Background: an optimization exercise with open tools, aiming at small area. Do not read the settings as production practice.
Function was checked by simulation only, so behaviour that the tests miss may differ from the original.

## flow/design.v (module list and top-level ports; edited modules follow where they fit)
// module dff: 16 lines
// module filter: 884 lines
// module fa: 4 lines
// module ha: 4 lines
module filter #(
    parameter DATA_WIDTH = 16
)
(
    input                               clk,
    input                               rst_n,
    input   signed [DATA_WIDTH-1:0]     FilterIn,
    input                               ValidIn,
    output      signed [32:0]           data_out,
    output                              ValidOut
);
  // ...
==> flow/flow/run.sh <==
#!/bin/bash
export BUFFER_PORTS_ARGS="-buffer_cell sky130_fd_sc_hd__buf_1"
export PRE_GLOBAL_PLACE_TCL="$PWD/flow/pre_gpl.tcl"
export CTS_ARGS="-sink_clustering_enable -repair_clock_nets -sink_clustering_size 18 -sink_clustering_max_diameter 90 -buf_list sky130_fd_sc_hd__clkbuf_8 -dont_use_dummy_load"
bash standard.sh > standard.log 2>&1
==> flow/flow/pre_gpl.tcl <==
remove_buffers
==> flow/standard.sh <==
#!/bin/bash
# synth_recipe.tcl (not shown) runs the flow's synth.tcl, then flattens the netlist and writes it again
# the make line also repeats each setting of config.mk as NAME=value (left out here)
make -C /OpenROAD-flow-scripts/flow DESIGN_CONFIG=/design/flow/config.mk WORK_HOME=/design/flow/orfs CLKGATE_MAP_FILE= SYNTH_SCRIPT=/design/flow/synth_recipe.tcl "${@:-finish}"
==> flow/config.mk <==
export PLATFORM = sky130hd
export DESIGN_NAME = filter
export DESIGN_NICKNAME = filter
export VERILOG_FILES = /design/flow/design.v
export SDC_FILE = /design/flow/constraint.sdc
export NUM_CORES = 4
export LEC_CHECK = 0
export ABC_AREA = 1
export CAP_MARGIN = 5
export CORE_MARGIN = 2
export CORE_UTILIZATION = 55
export GPL_TIMING_DRIVEN = 0
export SLEW_MARGIN = 5
export SYNTH_HIERARCHICAL = 1
export SYNTH_MINIMUM_KEEP_SIZE = 0
==> flow/constraint.sdc <==
create_clock -name core_clock -period 14.0 [get_ports {clk}]
set_input_delay 2.8000 -clock core_clock [delete_from_list [all_inputs] [get_ports {clk}]]
set_output_delay 2.8000 -clock core_clock [all_outputs]
set_load 0.01 [all_outputs]
==> run summary, run 1 <==
- The flow ran to the end and the layout has no timing, DRC or antenna violations.
- Clock-pin slew was measured on the worst setup and hold paths at 0.11 ns.
- STA classifies the critical path startpoint as an input port.
- After floorplanning, the core was divided into 70 placement rows.
- The data required time at the worst endpoint is 14.48 ns.
- Of all the cell area in the finished design, the clock network holds 0.01423.
- The adder-cell area share of the yosys netlist is 0.5997.
- The design has 307 sequential cells.
- Of the total synthesized cell area, the portion taken by AND, OR, NAND and NOR gates is 0.05307.
- Post-CTS repair changed the size of 0 cells.
- Registers represent a cell area share of 0.2901.
- The count of buffering cells on the critical path with inverters included is 3.
- The number of antenna violations at the first check in global routing came to 0.
- The routed length on met2 is 19670 um.
- up_q holds more flip-flops than any other register.
- By area, the combinational part of the netlist is dominated by adder cells.
- For this run, global-route usage on met1 was measured as 0.4140.
- For met3 alone, demand over resource in global routing was 0.05099.
- The root buffer cell is sky130_fd_sc_hd__clkbuf_8.
- The worst hold path terminates at d3[0]$_DFF_P_.
- In the post-route analysis, the smallest setup slack over all paths is 0.6820 ns.
- The die height is 196.3 um.
- For the pin with the worst max-slew slack, the measured transition is 0.7622 ns.
- The sum of negative setup slack is 0 ns.
- The largest single stage delay on the critical path is 0.73 ns.
- The critical path startpoint is ValidIn.
- The library cell with the largest summed area after synthesis is sky130_fd_sc_hd__fa_1.
- The cell kind with the greatest summed area is multi-input gates.
- Entering global routing, the biggest net connects 81 pins.
- Port buffering added 52 buffers.
- Among all cell types in the netlist, the one instantiated most often is sky130_fd_sc_hd__fa_1.
- The share of synthesized area spent on multiplexers is 0.
- The multi-input combinational area share is 0.6249.
- The sequential cells in the finished layout cover a total of 0.006171 sq mm.
- The worst setup path is of the input port to flop kind.
- The busiest metal layer after global routing is met1.
- In the synthesized netlist the dominant register cell turns out to be sky130_fd_sc_hd__dfxtp_1.
- The maximum number of buffers from clock root to sink is 3.
- The number of H-tree levels is 1.
- For this configuration, the core starts out at a cell density of 0.5571.
- The most common library cell in the layout ignoring fill and taps is sky130_fd_sc_hd__fa_1.
- The share of synthesized area in the top cell type comes to 0.5628.
==> run 2: changes to the inputs <==
--- a/flow/config.mk
+++ b/flow/config.mk
@@ -8,7 +8,7 @@
 export ABC_AREA = 1
 export CAP_MARGIN = 5
 export CORE_MARGIN = 2
-export CORE_UTILIZATION = 55
+export CORE_UTILIZATION = 72
 export GPL_TIMING_DRIVEN = 0
 export SLEW_MARGIN = 5
 export SYNTH_HIERARCHICAL = 1
==> run summary, run 2 <==
- The number of placement rows is 61 (was 70).
- The final critical path time including I/O delays and setup is 13.34 ns (was 13.32 ns).
- The area after detailed placement came to 0.02087 sq mm (was 0.02097 sq mm).
- The flip-flop count of the largest register, all copies and words added is 26 (unchanged).
- Ranking of synthesized cells by instance count: 572 x sky130_fd_sc_hd__fa_1, 302 x sky130_fd_sc_hd__dfxtp_1, 168 x sky130_fd_sc_hd__inv_1, 152 x sky130_fd_sc_hd__nand2_1, 133 x sky130_fd_sc_hd__nor2_1 (unchanged).
- The maximum number of buffers from clock root to sink came to 3 (unchanged).
- The final count of hold timing violations is 0 (unchanged).
- The distinct cell type count after synthesis is 12 (unchanged).
- The number of antenna violations at the first check in global routing is 0 (unchanged).
- The ratio of final minimum period to clock period came to 0.9528 (was 0.9513).
- The CTS tree is done (unchanged).
- The post-detailed-route wirelength per cell is 24.02 um (was 23.74 um).
- The library cell with the largest summed area after synthesis is sky130_fd_sc_hd__fa_1 (unchanged).
- The netlist area before placement came to 0.02035 sq mm (unchanged).
- The detailed-route DRC error count is 0 (unchanged).
- The upper clock frequency limit is 74.97 MHz (was 75.09 MHz).
- The number of max-cap violations is 0 (unchanged).
- The final instance count without filler cells was 1852 (was 1942).
- The number of max-slew violations in the final report is 0 (unchanged).
- The number of cells after detailed placement was 1830 (was 1920).
- The most common cell in the synthesized netlist was sky130_fd_sc_hd__fa_1 (unchanged).
- The core area is 0.02778 sq mm (was 0.03652 sq mm).
- The total die area was 0.02962 sq mm (was 0.03855 sq mm).
- The slew of the pin with the lowest slew margin was 0.8341 ns (was 0.7622 ns).
- The most common library cell in the layout ignoring fill and taps is sky130_fd_sc_hd__fa_1 (unchanged).
- The wire length of the first global-routing pass came to 68230 um (was 69720 um).
- The most used flip-flop cell after synthesis is sky130_fd_sc_hd__dfxtp_1 (unchanged).
- The total of cells resized after clock tree synthesis is 0 (unchanged).
- The critical path endpoint category is a flop (unchanged).
- The width of the die is 172.1 um (was 196.3 um).
- The HPWL reported at the end of detailed placement is 39320 um (was 40360 um).
- The total CTS buffers came to 22 (unchanged).
- The number of sinks on the clock net is 307 (unchanged).
- The final layout net count is 2127 (unchanged).
- The worst slack after detailed placement came to -0.02328 ns (was -0.008927 ns).
- The clock network latency to the later pin of the worst-skew pair is 0.60 ns (was 0.61 ns).
- The total setup violations reported at the end of the flow was 0 (unchanged).
- The synthesized instance count is 1439 (unchanged).
- The delay of the slowest critical-path stage is 0.72 ns (was 0.73 ns).
- The fraction of synthesized cell area taken by the top area cell type was 0.5628 (unchanged).
- The number of global-route vias before repair is 11910 (was 11530).
- The worst hold-check path type is flop to flop (unchanged).
- The number of enable-type register cells in the synthesized netlist came to 0 (unchanged).
- Top library cells by usage in the layout, fill and taps aside: 572 x sky130_fd_sc_hd__fa_1, 302 x sky130_fd_sc_hd__dfxtp_1, 167 x sky130_fd_sc_hd__inv_1 (unchanged).
- The global-route usage over all layers is 0.3330 (was 0.2562).
- The signed area change from the synthesized netlist to the final layout was 4.065% (was 4.557%).
- The footprint of the flip-flops and latches is 0.006171 sq mm (unchanged).
- The starting density of the core was 0.7324 (was 0.5571).
- The cell with the largest stage delay on the worst path is sky130_fd_sc_hd__fa_1 (unchanged).
- The global-route congestion overflow total is 0 (unchanged).
- The count of state elements after synthesis is 307 (unchanged).
- Synth top area cells: sky130_fd_sc_hd__fa_1 56%, sky130_fd_sc_hd__dfxtp_1 30%, sky130_fd_sc_hd__ha_1 3.7% (unchanged).
- The cell seen most often among critical-path stages is sky130_fd_sc_hd__fa_1 (unchanged).
- The number of iterations in the first detailed-routing pass is 5 (unchanged).
- The filler cell count in the final layout is 1776 (was 2954).
- The number of H-tree levels is 1 (unchanged).
- The top fanout value on the critical path was 17 (unchanged).
- The sequential-to-total area share from yosys stat came to 0.3033 (unchanged).
- The number of warnings reported in the yosys synthesis log was 7 (unchanged).
- The data arrival time of the worst path is 13.83 ns (was 13.80 ns).
- The global placer's final weighted congestion was 0.9475 (was 0.9140).
- The total setup buffers inserted after CTS is 0 (unchanged).
- The minimum hold slack is 0.3779 ns (was 0.4036 ns).
- The diode insertion count for antenna repair is 0 (unchanged).
- The root buffer cell is sky130_fd_sc_hd__clkbuf_8 (unchanged).
- The clock-pin slew on the worst setup and hold paths came to 0.11 ns (about the same).
- The total via count in the routed design was 10220 (was 9990).
- The number of input and output port buffers inserted is 52 (unchanged).
- The number of buffers added to fix hold violations after cts was 0 (unchanged).
- The total wire length came to 44490 um (was 46100 um).
- The final non-filler cell area came to 0.02117 sq mm (was 0.02127 sq mm).
- The number of nets produced by synthesis is 2090 (unchanged).
- The final worst slack is 0.6609 ns (was 0.6820 ns).
- The residual antenna-violating net count after detailed routing came to 0 (unchanged).
- The setup skew after layout is 0.09454 ns (was 0.06729 ns).
- Unrepaired setup endpoints after global routing: false (unchanged).
- Largest registers ranked by flip-flop count: up_q: 26 flops, lo_q: 20 flops (unchanged).
- The via count normalized by instance count is 5.519 (was 5.144).
- The I/O pin total was 53 (unchanged).
- The post-synthesis average cell area is 14.14 sq um (unchanged).
- The maximum number of pins on one net before global-route repair is 83 (was 81).
- The category of the critical setup timing path is input port to flop (unchanged).
- The multi-input gate area in the final layout is 0.01330 sq mm (unchanged).
- The data required time at the worst endpoint is 14.49 ns (was 14.48 ns).
- The initial DRC count is 703 (was 752).
- The fraction of layout instances using a drive strength above 1 was 0.01900 (unchanged).
- The remaining max-slew budget at the tightest pin is 0.4439 (was 0.4919).
- The fraction of registers with async set/reset came to 0.01629 (unchanged).
- Outcome: no timing/DRC/antenna violations (unchanged).
- The kind of launch point of the worst setup path is an input port (unchanged).
- The most flop-heavy register was up_q (unchanged).
- The die height came to 172.1 um (was 196.3 um).
-- run 2: cell counts after synthesis --
Identical to the previous run, type by type.
-- run 2: metrics by stage --
step | setup TNS [ns] | util
6_report | 0 | 0.7622
5_1_grt | 0 | 0.7622
4_1_cts | 0 | 0.7622
3_5_place_dp | -0.02328 | 0.7513
3_3_place_gp | 0 | 0.7474
2_1_floorplan | 0 | -
-- run 2: area by class of cell --
cell class                 instances  area share
inverter                         168     0.02990
timing repair buffer              56     0.01412
multi-input combinational        921      0.6279
sequential                       307      0.2914
clock buffer                      22     0.01430
tap                              378     0.02234
-- run 2: Yosys stat by module (local to each module, per instance) --
module  cell area (sq um)  times used  cells  flip-flops and latches
ha                  12.51          59      1                       0
filter               8158           1    808                     307
fa                  20.02         572      1                       0
-- run 2: worst paths after layout --
check                               startpoint  slack, ns  depth (start not counted)               end
worst max-delay path                   ValidIn       0.66                         28  up_q[18]$_DFF_P_
worst min-delay path            d2[15]$_DFF_P_       0.38                          1    d3[15]$_DFF_P_
worst max register to register   d4[0]$_DFF_P_       1.36                         29  up_q[18]$_DFF_P_
worst min register to register  d2[15]$_DFF_P_       0.38                          1    d3[15]$_DFF_P_
max in group asynchronous                rst_n      11.05                          2  cnt[3]$_DFF_PN0_
min in group asynchronous                rst_n       2.29                          1  cnt[1]$_DFF_PN0_
-- run 2: cell families after synthesis --
kind of cell | count (synthesis) | synth area share
fa+ha+maj | 632 | 0.5997
compound gates | 1 | 0.0002457
xor+xnor | 1 | 0.0004305
buf+inv | 211 | 0.04329
simple gates | 287 | 0.05307
flops | 307 | 0.3033
-- run 2: layer usage --
metal  global-route usage  routed length, um  vias to the layer above
met1               0.4928              18540                     5512
met3               0.1330               5283                       52
met2               0.4837              19810                      396
met4              0.06248                856                        0
li1                     -                  -                     4261
met5                    0                  0                        -
-- run 2: worst max-delay path, delay by kind of cell --
| family | cells | cell delay (ns) |
|---|---|---|
| and+or+nand+nor | 1 | 0.16 |
| adders and majority gates | 24 | 10.33 |
| buffers and inverters | 3 | 0.53 |
==> run 3: changes to the inputs <==
--- a/flow/config.mk
+++ b/flow/config.mk
@@ -8,7 +8,7 @@
 export ABC_AREA = 1
 export CAP_MARGIN = 5
 export CORE_MARGIN = 2
-export CORE_UTILIZATION = 72
+export CORE_UTILIZATION = 65
 export GPL_TIMING_DRIVEN = 0
 export SLEW_MARGIN = 5
 export SYNTH_HIERARCHICAL = 1
==> run summary, run 3 <==
- The worst hold-check path type is flop to flop (unchanged).
- The fraction of synthesized cell area taken by the top area cell type was 0.5628 (unchanged).
- The number of enable-type register cells in the synthesized netlist is 0 (unchanged).
- The slew of the pin with the lowest slew margin was 0.6852 ns (was 0.8341 ns).
- Synth top area cells: sky130_fd_sc_hd__fa_1 56%, sky130_fd_sc_hd__dfxtp_1 30%, sky130_fd_sc_hd__ha_1 3.7% (unchanged).
- The upper clock frequency limit was 75.14 MHz (was 74.97 MHz).
- The most used flip-flop cell after synthesis was sky130_fd_sc_hd__dfxtp_1 (unchanged).
- The number of sinks on the clock net was 307 (unchanged).
- The number of warnings reported in the yosys synthesis log is 7 (unchanged).
- The count of state elements after synthesis is 307 (unchanged).
- The post-detailed-route wirelength per cell was 24.00 um (was 24.02 um).
- The kind of launch point of the worst setup path is an input port (unchanged).
- The core area is 0.03067 sq mm (was 0.02778 sq mm).
- The number of H-tree levels is 1 (unchanged).
- The maximum number of buffers from clock root to sink is 3 (unchanged).
- The number of antenna violations at the first check in global routing was 0 (unchanged).
- The number of buffers added to fix hold violations after cts is 0 (unchanged).
- The global-route usage over all layers is 0.2938 (was 0.3330).
- The data arrival time of the worst path was 13.79 ns (was 13.83 ns).
- The capture point of the worst reg-to-reg path is up_q[18]$_DFF_P_ (unchanged).
- The distinct cell type count after synthesis is 12 (unchanged).
- The maximum number of pins on one net before global-route repair is 100 (was 83).
- The residual antenna-violating net count after detailed routing is 0 (unchanged).
- The number of iterations in the first detailed-routing pass is 5 (unchanged).
- The fraction of layout instances using a drive strength above 1 is 0.01900 (unchanged).
- The total setup violations reported at the end of the flow was 0 (unchanged).
- The width of the die came to 180.9 um (was 172.1 um).
- The most flop-heavy register was up_q (unchanged).
- The number of input and output port buffers inserted came to 52 (unchanged).
- The most common cell in the synthesized netlist is sky130_fd_sc_hd__fa_1 (unchanged).
- The flip-flop count of the largest register, all copies and words added is 26 (unchanged).
- The detailed-route DRC error count is 0 (unchanged).
- The clock-pin slew on the worst setup and hold paths is 0.11 ns (about the same).
- The category of the critical setup timing path is input port to flop (unchanged).
- The number of max-cap violations is 0 (unchanged).
- The global placer's final weighted congestion came to 0.9119 (was 0.9475).
- The sum of negative setup slack is 0 ns (unchanged).
- The final layout net count is 2127 (unchanged).
- The root buffer cell is sky130_fd_sc_hd__clkbuf_8 (unchanged).
- Largest registers ranked by flip-flop count: up_q: 26 flops, lo_q: 20 flops (unchanged).
- The top fanout value on the critical path is 17 (unchanged).
- Unrepaired setup endpoints after global routing: false (unchanged).
- The number of max-slew violations in the final report came to 0 (unchanged).
- The filler cell count in the final layout is 2225 (was 1776).
- The CTS tree is done (unchanged).
- The critical path endpoint category is a flop (unchanged).
- The total via count in the routed design was 10260 (was 10220).
- The ratio of final minimum period to clock period is 0.9506 (was 0.9528).
- The total setup buffers inserted after CTS was 0 (unchanged).
- The total wire length is 44880 um (was 44490 um).
- Outcome: no timing/DRC/antenna violations (unchanged).
- The initial DRC count was 716 (was 703).
- The HPWL reported at the end of detailed placement came to 39460 um (was 39320 um).
- The critical register-to-register path startpoint was d12[0]$_DFF_P_ (was d4[0]$_DFF_P_).
- The netlist area before placement was 0.02035 sq mm (unchanged).
- The fraction of registers with async set/reset is 0.01629 (unchanged).
- The number of placement rows came to 64 (was 61).
- The data required time at the worst endpoint was 14.49 ns (about the same).
- The library cell with the largest summed area after synthesis was sky130_fd_sc_hd__fa_1 (unchanged).
- The via count normalized by instance count was 5.488 (was 5.519).
- The number of nets produced by synthesis is 2090 (unchanged).
- The end point of the worst hold path is d2[15]$_DFF_P_ (was d3[15]$_DFF_P_).
- The final critical path time including I/O delays and setup is 13.31 ns (was 13.34 ns).
- The total die area is 0.03273 sq mm (was 0.02962 sq mm).
- The total of cells resized after clock tree synthesis is 0 (unchanged).
- The starting density of the core is 0.6634 (was 0.7324).
- The die height is 180.9 um (was 172.1 um).
- The sequential-to-total area share from yosys stat is 0.3033 (unchanged).
- The remaining max-slew budget at the tightest pin is 0.5432 (was 0.4439).
- The global-route congestion overflow total is 0 (unchanged).
- The wire length of the first global-routing pass is 68660 um (was 68230 um).
- The signed area change from the synthesized netlist to the final layout is 4.114% (was 4.065%).
- The setup skew after layout is 0.06331 ns (was 0.09454 ns).
- The start point of the worst min-delay path is d1[15]$_DFF_P_ (was d2[15]$_DFF_P_).
- Top library cells by usage in the layout, fill and taps aside: 572 x sky130_fd_sc_hd__fa_1, 302 x sky130_fd_sc_hd__dfxtp_1, 167 x sky130_fd_sc_hd__inv_1 (unchanged).
- The final count of hold timing violations is 0 (unchanged).
- The reg2reg setup slack is 1.40 ns (was 1.36 ns).
- The post-synthesis average cell area was 14.14 sq um (unchanged).
- Ranking of synthesized cells by instance count: 572 x sky130_fd_sc_hd__fa_1, 302 x sky130_fd_sc_hd__dfxtp_1, 168 x sky130_fd_sc_hd__inv_1, 152 x sky130_fd_sc_hd__nand2_1, 133 x sky130_fd_sc_hd__nor2_1 (unchanged).
- The total CTS buffers is 22 (unchanged).
- The final worst slack is 0.6913 ns (was 0.6609 ns).
- The number of global-route vias before repair came to 11840 (was 11910).
- The worst reg-to-reg path cell count is 29 (unchanged).
- The clock network latency to the later pin of the worst-skew pair was 0.60 ns (about the same).
- The most common library cell in the layout ignoring fill and taps is sky130_fd_sc_hd__fa_1 (unchanged).
- The synthesized instance count is 1439 (unchanged).
- The worst hold path depth is 1 (unchanged).
- The worst slack after detailed placement is 0.02388 ns (was -0.02328 ns).
- The I/O pin total is 53 (unchanged).
- The diode insertion count for antenna repair is 0 (unchanged).
-- run 3: changes by cell type in the layout (fill, tap and decap cells not counted) --
cell and delta:
sky130_fd_sc_hd__inv_6 +1, sky130_fd_sc_hd__inv_4 -1, sky130_fd_sc_hd__buf_16 -2, sky130_fd_sc_hd__buf_12 +2
-- run 3: stage by stage --
stage            util  instances  area (sq um)  hold WS, ns
6_report       0.6907       1870         21180       0.3742
5_1_grt        0.6907       1870         21180       0.3859
4_1_cts        0.6907       1870         21180       0.3762
3_5_place_dp   0.6809       1848         20880       0.3776
3_3_place_gp   0.6778       1844         20790       0.3779
2_1_floorplan       -       1439         20350       0.3697
-- run 3: area by class of cell --
type	instances	area, sq um	share of cell area
Tap cell	396	495.5	0.02339
Sequential cell	307	6171	0.2913
Clock buffer	22	302.8	0.01429
Timing Repair Buffer	56	284.0	0.01341
Inverter	168	635.6	0.03000
Multi-Input combinational cell	921	13300	0.6276
-- run 3: per-module statistics from Yosys, one instance, submodules excluded --
| module | cells | flops+latches |
|---|---|---|
| fa | 1 | 0 |
| filter | 808 | 307 |
| ha | 1 | 0 |
-- run 3: kinds of logic after synthesis --
| family | count (synthesis) | synth area share |
|---|---|---|
| buffers and inverters | 211 | 0.04329 |
| adder cells (fa/ha/maj) | 632 | 0.5997 |
| flip-flops | 307 | 0.3033 |
| AO/OA/AOI/OAI | 1 | 0.0002457 |
| XOR/XNOR | 1 | 0.0004305 |
| AND/OR/NAND/NOR | 287 | 0.05307 |
-- run 3: worst max path at each step --
stage	start	to	cells after the start
4_1_cts	ValidIn	up_q[18]$_DFF_P_	28
5_1_grt	ValidIn	up_q[18]$_DFF_P_	28
3_5_place_dp	ValidIn	up_q[18]$_DFF_P_	28
3_3_place_gp	ValidIn	up_q[18]$_DFF_P_	28
2_1_floorplan	ValidIn	up_q[18]$_DFF_P_	28
6_report	ValidIn	up_q[18]$_DFF_P_	28
-- run 3: critical path, cell delays in order --
cell and delay, ns:
sky130_fd_sc_hd__buf_1 0.30, sky130_fd_sc_hd__nand2_1 0.14, sky130_fd_sc_hd__inv_1 0.07, sky130_fd_sc_hd__ha_1 0.20, sky130_fd_sc_hd__fa_1 0.72, sky130_fd_sc_hd__inv_1 0.18, sky130_fd_sc_hd__fa_1 0.44, sky130_fd_sc_hd__fa_1 0.43
sky130_fd_sc_hd__fa_1 0.41, sky130_fd_sc_hd__fa_1 0.55, sky130_fd_sc_hd__fa_1 0.49, sky130_fd_sc_hd__fa_1 0.42, sky130_fd_sc_hd__fa_1 0.39, sky130_fd_sc_hd__fa_1 0.39, sky130_fd_sc_hd__fa_1 0.41, sky130_fd_sc_hd__fa_1 0.39
sky130_fd_sc_hd__fa_1 0.40, sky130_fd_sc_hd__fa_1 0.40, sky130_fd_sc_hd__fa_1 0.41, sky130_fd_sc_hd__fa_1 0.40, sky130_fd_sc_hd__fa_1 0.39, sky130_fd_sc_hd__fa_1 0.39, sky130_fd_sc_hd__fa_1 0.55, sky130_fd_sc_hd__fa_1 0.45
sky130_fd_sc_hd__fa_1 0.39, sky130_fd_sc_hd__fa_1 0.41, sky130_fd_sc_hd__fa_1 0.42, sky130_fd_sc_hd__fa_1 0.45
-- run 3: layer usage --
metal	up-vias	global-route usage	wire length [um]
met4	0	0.06161	1040
met2	373	0.4128	19080
met3	62	0.07216	4249
met1	5564	0.4752	20510
met5	-	0	0
li1	4264	-	-
==> run 4: changes to the inputs <==
==> flow/flow/run.sh (replaced) <==
#!/bin/bash
export BUFFER_PORTS_ARGS="-buffer_cell sky130_fd_sc_hd__buf_1"
export PRE_GLOBAL_PLACE_TCL="$PWD/flow/pre_gpl.tcl"
export CTS_ARGS="-sink_clustering_enable -repair_clock_nets -sink_clustering_size 28 -sink_clustering_max_diameter 110 -buf_list sky130_fd_sc_hd__clkbuf_16 -dont_use_dummy_load"
bash standard.sh > standard.log 2>&1
==> run summary, run 4 <==
- Outcome: no timing/DRC/antenna violations (unchanged).
- The number of global-route vias before repair is 11760 (was 11840).
- The maximum number of buffers from clock root to sink is 3 (unchanged).
- The upper clock frequency limit is 74.41 MHz (was 75.14 MHz).
- The number of max-slew violations in the final report is 0 (unchanged).
- The most used flip-flop cell after synthesis was sky130_fd_sc_hd__dfxtp_1 (unchanged).
- The number of enable-type register cells in the synthesized netlist came to 0 (unchanged).
- The filler cell count in the final layout is 2193 (was 2225).
- The count of state elements after synthesis is 307 (unchanged).
- The number of sinks on the clock net came to 307 (unchanged).
- The root buffer cell was sky130_fd_sc_hd__clkbuf_16 (was sky130_fd_sc_hd__clkbuf_8).
- The critical path endpoint is up_q[18]$_DFF_P_ (unchanged).
- Ranking of synthesized cells by instance count: 572 x sky130_fd_sc_hd__fa_1, 302 x sky130_fd_sc_hd__dfxtp_1, 168 x sky130_fd_sc_hd__inv_1, 152 x sky130_fd_sc_hd__nand2_1, 133 x sky130_fd_sc_hd__nor2_1 (unchanged).
- The sequential-to-total area share from yosys stat is 0.3033 (unchanged).
- The kind of launch point of the worst setup path is an input port (unchanged).
- The initial DRC count is 694 (was 716).
- The distinct cell type count after synthesis was 12 (unchanged).
- The setup skew after layout is 0.05302 ns (was 0.06331 ns).
- The final count of hold timing violations is 0 (unchanged).
- The final layout net count is 2121 (was 2127).
- The post-detailed-route wirelength per cell was 24.06 um (was 24.00 um).
- The residual antenna-violating net count after detailed routing is 0 (unchanged).
- The maximum number of pins on one net before global-route repair is 100 (unchanged).
- The wire length of the first global-routing pass is 68320 um (was 68660 um).
- The global-route usage over all layers is 0.2920 (was 0.2938).
- The total setup buffers inserted after CTS came to 0 (unchanged).
- The cell depth of the worst setup path came to 28 (unchanged).
- The count of buffering cells on the critical path with inverters included came to 3 (unchanged).
- The clock-pin slew on the worst setup and hold paths is 0.10 ns (was 0.11 ns).
- The capture point of the worst reg-to-reg path is up_q[18]$_DFF_P_ (unchanged).
- The data arrival time of the worst path was 13.79 ns (about the same).
- The worst hold-check path type is flop to flop (unchanged).
- The fraction of layout instances using a drive strength above 1 is 0.01499 (was 0.01900).
- The detailed-route DRC error count is 0 (unchanged).
- The flip-flop count of the largest register, all copies and words added is 26 (unchanged).
- The final critical path time including I/O delays and setup is 13.44 ns (was 13.31 ns).
- The cell seen most often among critical-path stages is sky130_fd_sc_hd__fa_1 (unchanged).
- The critical path endpoint category is a flop (unchanged).
- The diode insertion count for antenna repair is 0 (unchanged).
- The total die area came to 0.03273 sq mm (unchanged).
- The total CTS buffers is 16 (was 22).
- The most common cell in the synthesized netlist was sky130_fd_sc_hd__fa_1 (unchanged).
- The width of the die came to 180.9 um (unchanged).
- The reg2reg setup slack was 1.32 ns (was 1.40 ns).
- The most common library cell in the layout ignoring fill and taps is sky130_fd_sc_hd__fa_1 (unchanged).
- The synthesized instance count is 1439 (unchanged).
- The number of placement rows is 64 (unchanged).
- The number of antenna violations at the first check in global routing is 0 (unchanged).
- The data required time at the worst endpoint is 14.36 ns (was 14.49 ns).
- The cell with the largest stage delay on the worst path was sky130_fd_sc_hd__fa_1 (unchanged).
- The sum of negative setup slack is 0 ns (unchanged).
- The number of nets produced by synthesis is 2090 (unchanged).
- The number of warnings reported in the yosys synthesis log came to 7 (unchanged).
- The via count normalized by instance count is 5.486 (was 5.488).
- The slew of the pin with the lowest slew margin came to 0.6840 ns (was 0.6852 ns).
- The signed area change from the synthesized netlist to the final layout is 4.594% (was 4.114%).
- The number of max-cap violations is 0 (unchanged).
- The fraction of synthesized cell area taken by the top area cell type is 0.5628 (unchanged).
- The ratio of final minimum period to clock period was 0.9599 (was 0.9506).
- The die height is 180.9 um (unchanged).
- The most flop-heavy register is up_q (unchanged).
- The fraction of registers with async set/reset is 0.01629 (unchanged).
- The global-route congestion overflow total is 0 (unchanged).
- Top library cells by usage in the layout, fill and taps aside: 572 x sky130_fd_sc_hd__fa_1, 302 x sky130_fd_sc_hd__dfxtp_1, 167 x sky130_fd_sc_hd__inv_1 (unchanged).
- The CTS tree was done (unchanged).
- The core area is 0.03067 sq mm (unchanged).
- The top fanout value on the critical path is 17 (unchanged).
- The total via count in the routed design is 10230 (was 10260).
- The clock network latency to the later pin of the worst-skew pair came to 0.52 ns (was 0.60 ns).
- The starting density of the core is 0.6634 (unchanged).
- The total setup violations reported at the end of the flow is 0 (unchanged).
- The critical path startpoint is ValidIn (unchanged).
- Unrepaired setup endpoints after global routing: false (unchanged).
- The post-synthesis average cell area was 14.14 sq um (unchanged).
- The I/O pin total is 53 (unchanged).
- The remaining max-slew budget at the tightest pin is 0.5440 (was 0.5432).
- The number of iterations in the first detailed-routing pass came to 5 (unchanged).
- The worst reg-to-reg path cell count came to 29 (unchanged).
- The category of the critical setup timing path is input port to flop (unchanged).
- Synth top area cells: sky130_fd_sc_hd__fa_1 56%, sky130_fd_sc_hd__dfxtp_1 30%, sky130_fd_sc_hd__ha_1 3.7% (unchanged).
- The critical register-to-register path startpoint is d12[0]$_DFF_P_ (unchanged).
- The total wire length was 44840 um (was 44880 um).
- The total of cells resized after clock tree synthesis was 0 (unchanged).
- Largest registers ranked by flip-flop count: up_q: 26 flops, lo_q: 20 flops (unchanged).
- The netlist area before placement was 0.02035 sq mm (unchanged).
- The number of H-tree levels is 1 (unchanged).
- The number of input and output port buffers inserted is 52 (unchanged).
- The minimum hold slack was 0.4011 ns (was 0.3742 ns).
- The start point of the worst min-delay path is d4[0]$_DFF_P_ (was d1[15]$_DFF_P_).
- The number of buffers added to fix hold violations after cts is 0 (unchanged).
- The library cell with the largest summed area after synthesis was sky130_fd_sc_hd__fa_1 (unchanged).
- The delay of the slowest critical-path stage is 0.72 ns (about the same).
- The global placer's final weighted congestion is 0.9119 (unchanged).
- The HPWL reported at the end of detailed placement is 39460 um (unchanged).
- The kind of cell with the highest combined delay on the critical path was adder cells (unchanged).
## run 4: worst register-to-register path, delay by kind of cell (launching register included)
kind                       cells  cell delay [ns]
adders and majority gates     29            12.20
DFF                            1             0.34
## run 4: stage by stage
| step | util | instance area (sq um) | worst slack (ns) | instances |
|---|---|---|---|---|
| floorplan | - | 20350 | 1.230 | 1439 |
| global placement | 0.6778 | 20790 | 0.06283 | 1844 |
| detailed placement | 0.6809 | 20880 | 0.02388 | 1848 |
| CTS | 0.6939 | 21280 | 0.5157 | 1864 |
| global route | 0.6939 | 21280 | 0.1978 | 1864 |
| finish | 0.6939 | 21280 | 0.5614 | 1864 |
## run 4: area by class of cell
| type | count | area [sq um] | share of cell area |
|---|---|---|---|
| clock buffers | 16 | 400.4 | 0.01881 |
| inverters | 168 | 635.6 | 0.02987 |
| multi-input cells | 921 | 13300 | 0.6247 |
| well taps | 396 | 495.5 | 0.02328 |
| flip-flops and latches | 307 | 6171 | 0.2900 |
| repair buffers | 56 | 284.0 | 0.01335 |
## run 4: metal layers
metal  GRT usage  vias up  wire length [um]
li1            -     4253                 -
met1      0.4780     5583             20760
met2      0.4137      341             19250
met3     0.06309       49              3971
met4     0.05484        0               865
met5           0        -                 0
## run 4: per-module statistics from Yosys, one instance, submodules excluded
| module | copies in the design | flops+latches | cells inside | area, sq um |
|---|---|---|---|---|
| ha | 59 | 0 | 1 | 12.51 |
| filter | 1 | 307 | 808 | 8158 |
| fa | 572 | 0 | 1 | 20.02 |
## run 4: worst min-delay path by stage
stage / to / cells after the start
final: d5[0]$_DFF_P_ / 1
after CTS: d11[14]$_DFF_P_ / 1
after global placement: d3[0]$_DFF_P_ / 1
after global routing: d11[14]$_DFF_P_ / 1
after floorplan: d11[0]$_DFF_P_ / 1
after detailed placement: d7[0]$_DFF_P_ / 1
## run 4: logic make-up after synthesis
| kind of cell | share of synthesized area |
|---|---|
| buffers and inverters | 0.04329 |
| and+or+nand+nor | 0.05307 |
| AOI/OAI and AO/OA | 0.0002457 |
| DFF | 0.3033 |
| xor gates and xnor gates | 0.0004305 |
| adders and majority gates | 0.5997 |
==> run 5: changes to the inputs <==
==> flow/flow/run.sh (replaced) <==
#!/bin/bash
export BUFFER_PORTS_ARGS="-buffer_cell sky130_fd_sc_hd__buf_1"
export PRE_GLOBAL_PLACE_TCL="$PWD/flow/pre_gpl.tcl"
export CTS_ARGS="-sink_clustering_enable -repair_clock_nets -sink_clustering_size 32 -sink_clustering_max_diameter 110 -buf_list sky130_fd_sc_hd__clkbuf_16 -dont_use_dummy_load"
bash standard.sh > standard.log 2>&1
==> run summary, run 5 <==
- Outcome: no timing/DRC/antenna violations (unchanged).
- The maximum number of buffers from clock root to sink is 3 (unchanged).
- The top fanout value on the critical path is 17 (unchanged).
- The largest family of logic cells by synthesized area is adder cells (unchanged).
- The I/O pin total is 53 (unchanged).
- The signed area change from the synthesized netlist to the final layout is 4.470% (was 4.594%).
- The total of cells resized after clock tree synthesis is 0 (unchanged).
- Largest registers ranked by flip-flop count: up_q: 26 flops, lo_q: 20 flops (unchanged).
- The cell with the largest stage delay on the worst path is sky130_fd_sc_hd__fa_1 (unchanged).
- The critical path startpoint is ValidIn (unchanged).
- The number of input and output port buffers inserted is 52 (unchanged).
- The start point of the worst min-delay path is d10[14]$_DFF_P_ (was d4[0]$_DFF_P_).
- The remaining max-slew budget at the tightest pin was 0.5394 (was 0.5440).
- The reg2reg setup slack was 1.31 ns (was 1.32 ns).
- Ranking of synthesized cells by instance count: 572 x sky130_fd_sc_hd__fa_1, 302 x sky130_fd_sc_hd__dfxtp_1, 168 x sky130_fd_sc_hd__inv_1, 152 x sky130_fd_sc_hd__nand2_1, 133 x sky130_fd_sc_hd__nor2_1 (unchanged).
- The worst hold path depth came to 1 (unchanged).
- The clock network latency to the later pin of the worst-skew pair is 0.52 ns (about the same).
- The number of sinks on the clock net is 307 (unchanged).
- The critical path endpoint category is a flop (unchanged).
- The synthesized instance count was 1439 (unchanged).
- The number of enable-type register cells in the synthesized netlist is 0 (unchanged).
- The width of the die came to 180.9 um (unchanged).
- The most common cell in the synthesized netlist is sky130_fd_sc_hd__fa_1 (unchanged).
- The fraction of layout instances using a drive strength above 1 came to 0.01431 (was 0.01499).
- The sequential-to-total area share from yosys stat came to 0.3033 (unchanged).
- The data required time at the worst endpoint is 14.35 ns (was 14.36 ns).
- The slew of the pin with the lowest slew margin came to 0.6909 ns (was 0.6840 ns).
- The number of antenna violations at the first check in global routing is 0 (unchanged).
- The worst reg-to-reg path cell count is 29 (unchanged).
- The number of max-cap violations is 0 (unchanged).
- Synth top area cells: sky130_fd_sc_hd__fa_1 56%, sky130_fd_sc_hd__dfxtp_1 30%, sky130_fd_sc_hd__ha_1 3.7% (unchanged).
- The category of the critical setup timing path is input port to flop (unchanged).
- The flip-flop count of the largest register, all copies and words added is 26 (unchanged).
- The adder-cell area share of the yosys netlist came to 0.5997 (unchanged).
- The final layout net count was 2120 (was 2121).
- The ratio of final minimum period to clock period came to 0.9587 (was 0.9599).
- The die height came to 180.9 um (unchanged).
- The count of buffering cells on the critical path with inverters included is 3 (unchanged).
- The global-route usage over all layers is 0.2931 (was 0.2920).
- The number of H-tree levels is 1 (unchanged).
- The fraction of registers with async set/reset came to 0.01629 (unchanged).
- The data arrival time of the worst path is 13.78 ns (was 13.79 ns).
- The capture point of the worst reg-to-reg path is up_q[18]$_DFF_P_ (unchanged).
- The fraction of synthesized cell area taken by the top area cell type is 0.5628 (unchanged).
- The netlist area before placement came to 0.02035 sq mm (unchanged).
- The setup skew after layout is 0.05325 ns (was 0.05302 ns).
- The number of buffers added to fix hold violations after cts is 0 (unchanged).
- The number of placement rows is 64 (unchanged).
- The share of synthesized area spent on multiplexers is 0 (unchanged).
- The sum of negative setup slack is 0 ns (unchanged).
- The number of nets produced by synthesis was 2090 (unchanged).
- The number of warnings reported in the yosys synthesis log is 7 (unchanged).
- The via count normalized by instance count is 5.467 (was 5.486).
- The most flop-heavy register is up_q (unchanged).
- The diode insertion count for antenna repair is 0 (unchanged).
- The worst hold-check path type was flop to flop (unchanged).
- The wire length of the first global-routing pass was 68540 um (was 68320 um).
- The final core area utilization is 0.6931 (was 0.6939).
- The global-route congestion overflow total came to 0 (unchanged).
- The kind of launch point of the worst setup path is an input port (unchanged).
- The total via count in the routed design is 10190 (was 10230).
- The HPWL reported at the end of detailed placement is 39460 um (unchanged).
- The filler cell count in the final layout is 2208 (was 2193).
- The number of max-slew violations in the final report is 0 (unchanged).
- The starting density of the core came to 0.6634 (unchanged).
- The core area is 0.03067 sq mm (unchanged).
- The upper clock frequency limit is 74.51 MHz (was 74.41 MHz).
- The post-detailed-route wirelength per cell is 24.13 um (was 24.06 um).
- The count of state elements after synthesis is 307 (unchanged).
- The global placer's final weighted congestion was 0.9119 (unchanged).
- The final count of hold timing violations is 0 (unchanged).
- The end point of the worst hold path is d11[14]$_DFF_P_ (was d5[0]$_DFF_P_).
- The total setup violations reported at the end of the flow is 0 (unchanged).
- The number of iterations in the first detailed-routing pass is 6 (was 5).
- The maximum number of pins on one net before global-route repair is 100 (unchanged).
- The clock-pin slew on the worst setup and hold paths is 0.11 ns (was 0.10 ns).
- The final critical path time including I/O delays and setup was 13.42 ns (was 13.44 ns).
- The post-synthesis average cell area is 14.14 sq um (unchanged).
- The most used flip-flop cell after synthesis is sky130_fd_sc_hd__dfxtp_1 (unchanged).
- The CTS tree is done (unchanged).
- The initial DRC count is 803 (was 694).
- The root buffer cell was sky130_fd_sc_hd__clkbuf_16 (unchanged).
- The distinct cell type count after synthesis is 12 (unchanged).
- The most common library cell in the layout ignoring fill and taps is sky130_fd_sc_hd__fa_1 (unchanged).
- Top library cells by usage in the layout, fill and taps aside: 572 x sky130_fd_sc_hd__fa_1, 302 x sky130_fd_sc_hd__dfxtp_1, 167 x sky130_fd_sc_hd__inv_1 (unchanged).
- The critical register-to-register path startpoint is d12[0]$_DFF_P_ (unchanged).
- The minimum hold slack is 0.3904 ns (was 0.4011 ns).
- The total setup buffers inserted after CTS came to 0 (unchanged).
- The xor-xnor portion of the synthesized cell area is 0.0004305 (unchanged).
- Unrepaired setup endpoints after global routing: false (unchanged).
- The footprint of the flip-flops and latches was 0.006171 sq mm (unchanged).
- The delay of the slowest critical-path stage is 0.72 ns (about the same).
- The cell seen most often among critical-path stages is sky130_fd_sc_hd__fa_1 (unchanged).
- The total die area is 0.03273 sq mm (unchanged).
- The library cell with the largest summed area after synthesis is sky130_fd_sc_hd__fa_1 (unchanged).
- The multi-input gate area in the final layout is 0.01330 sq mm (unchanged).
- The total CTS buffers is 15 (was 16).
- The detailed-route DRC error count is 0 (unchanged).
- The simple-gate portion of the synthesized area is 0.05307 (unchanged).
- The number of global-route vias before repair is 11790 (was 11760).
- The compound-gate portion of the synthesized area is 0.0002460 (unchanged).
- The kind of cell with the highest combined delay on the critical path is adder cells (unchanged).
- The total wire length is 44960 um (was 44840 um).
- The residual antenna-violating net count after detailed routing came to 0 (unchanged).
[run 5: cell families (layout without fill, tap and decap cells)]
kind of cell / count (synthesis) / in the layout
DFF: 307 / 307
and+or+nand+nor: 287 / 287
adders and majority gates: 632 / 632
xor gates and xnor gates: 1 / 1
AOI/OAI and AO/OA: 1 / 1
buffers and inverters: 211 / 239
[run 5: area by class of cell]
cell class	count	share of cell area
clock buffers	15	0.01766
inverters	168	0.02990
multi-input cells	921	0.6255
flip-flops and latches	307	0.2903
well taps	396	0.02331
repair buffers	56	0.01336
[run 5: modules after synthesis, one instance, submodules excluded]
module  flops+latches  copies in the design  cells inside
filter            307                     1           808
ha                  0                    59             1
fa                  0                   572             1
[run 5: how the worst max path moves through the flow]
stage / slack (ns) / to / cells past startpoint
floorplan: 1.23 / up_q[18]$_DFF_P_ / 28
global placement: 0.06 / up_q[18]$_DFF_P_ / 28
detailed placement: 0.02 / up_q[18]$_DFF_P_ / 28
CTS: 0.52 / up_q[18]$_DFF_P_ / 28
global route: 0.22 / up_q[18]$_DFF_P_ / 28
finish: 0.58 / up_q[18]$_DFF_P_ / 28
[run 5: worst register-to-register path, delay by kind of cell (launching register included)]
kind                     cells  cell delay, ns
flip-flops                   1            0.35
adder cells (fa/ha/maj)     29           12.20
[run 5: per-layer routing]
metal	track usage	routed length, um	vias to the layer above
li1	-	-	4255
met1	0.4747	20550	5510
met2	0.4164	19260	367
met3	0.06793	4258	53
met4	0.05645	894	0
met5	0	0	-
[run 5: through the flow]
| stage | instance area (sq um) | instances | setup slack, ns |
|---|---|---|---|
| 4_1_cts | 21260 | 1863 | 0.5162 |
| 5_1_grt | 21260 | 1863 | 0.2179 |
| 6_report | 21260 | 1863 | 0.5783 |
| 3_3_place_gp | 20790 | 1844 | 0.06283 |
| 2_1_floorplan | 20350 | 1439 | 1.230 |
| 3_5_place_dp | 20880 | 1848 | 0.02388 |

-- static timing again, ports no longer ideal --
No port has a modelled driver above. Below, the same layouts with a new extraction and two added sets of constraints. Step 1 (the two cells are an assumption about what drives the block):
set clk [get_ports {clk}]
set_driving_cell -lib_cell sky130_fd_sc_hd__clkbuf_16 $clk
set_driving_cell -lib_cell sky130_fd_sc_hd__buf_2 [delete_from_list [all_inputs] $clk]
Step 2 moves the port delays by t, midway between the first and last clock arrival at a register: inputs arrive t later, outputs are due t later. That takes back most of the time a late clock gives input paths. Slacks: no drivers / after step 1 / after step 2; pairs: no drivers / after step 1.
run | t, ns | setup slack, ns | hold slack, ns | pins driven straight from the clock port
run 1 | 0.625 | 0.682 / 0.715 / 0.089 | 0.404 / 0.404 / 0.404 | 1
run 2 | 0.608 | 0.661 / 0.693 / 0.086 | 0.378 / 0.378 / 0.378 | 1
run 3 | 0.617 | 0.691 / 0.721 / 0.104 | 0.374 / 0.374 / 0.374 | 1
run 4 | 0.546 | 0.561 / 0.595 / 0.049 | 0.401 / 0.401 / 0.401 | 1
run 5 | 0.545 | 0.578 / 0.613 / 0.067 | 0.390 / 0.390 / 0.390 | 1
After both steps setup and hold are still met in every run listed. For run 1, which loses most, drivers alone change the setup slack by +0.033 ns; drivers and shift together by -0.593 ns.
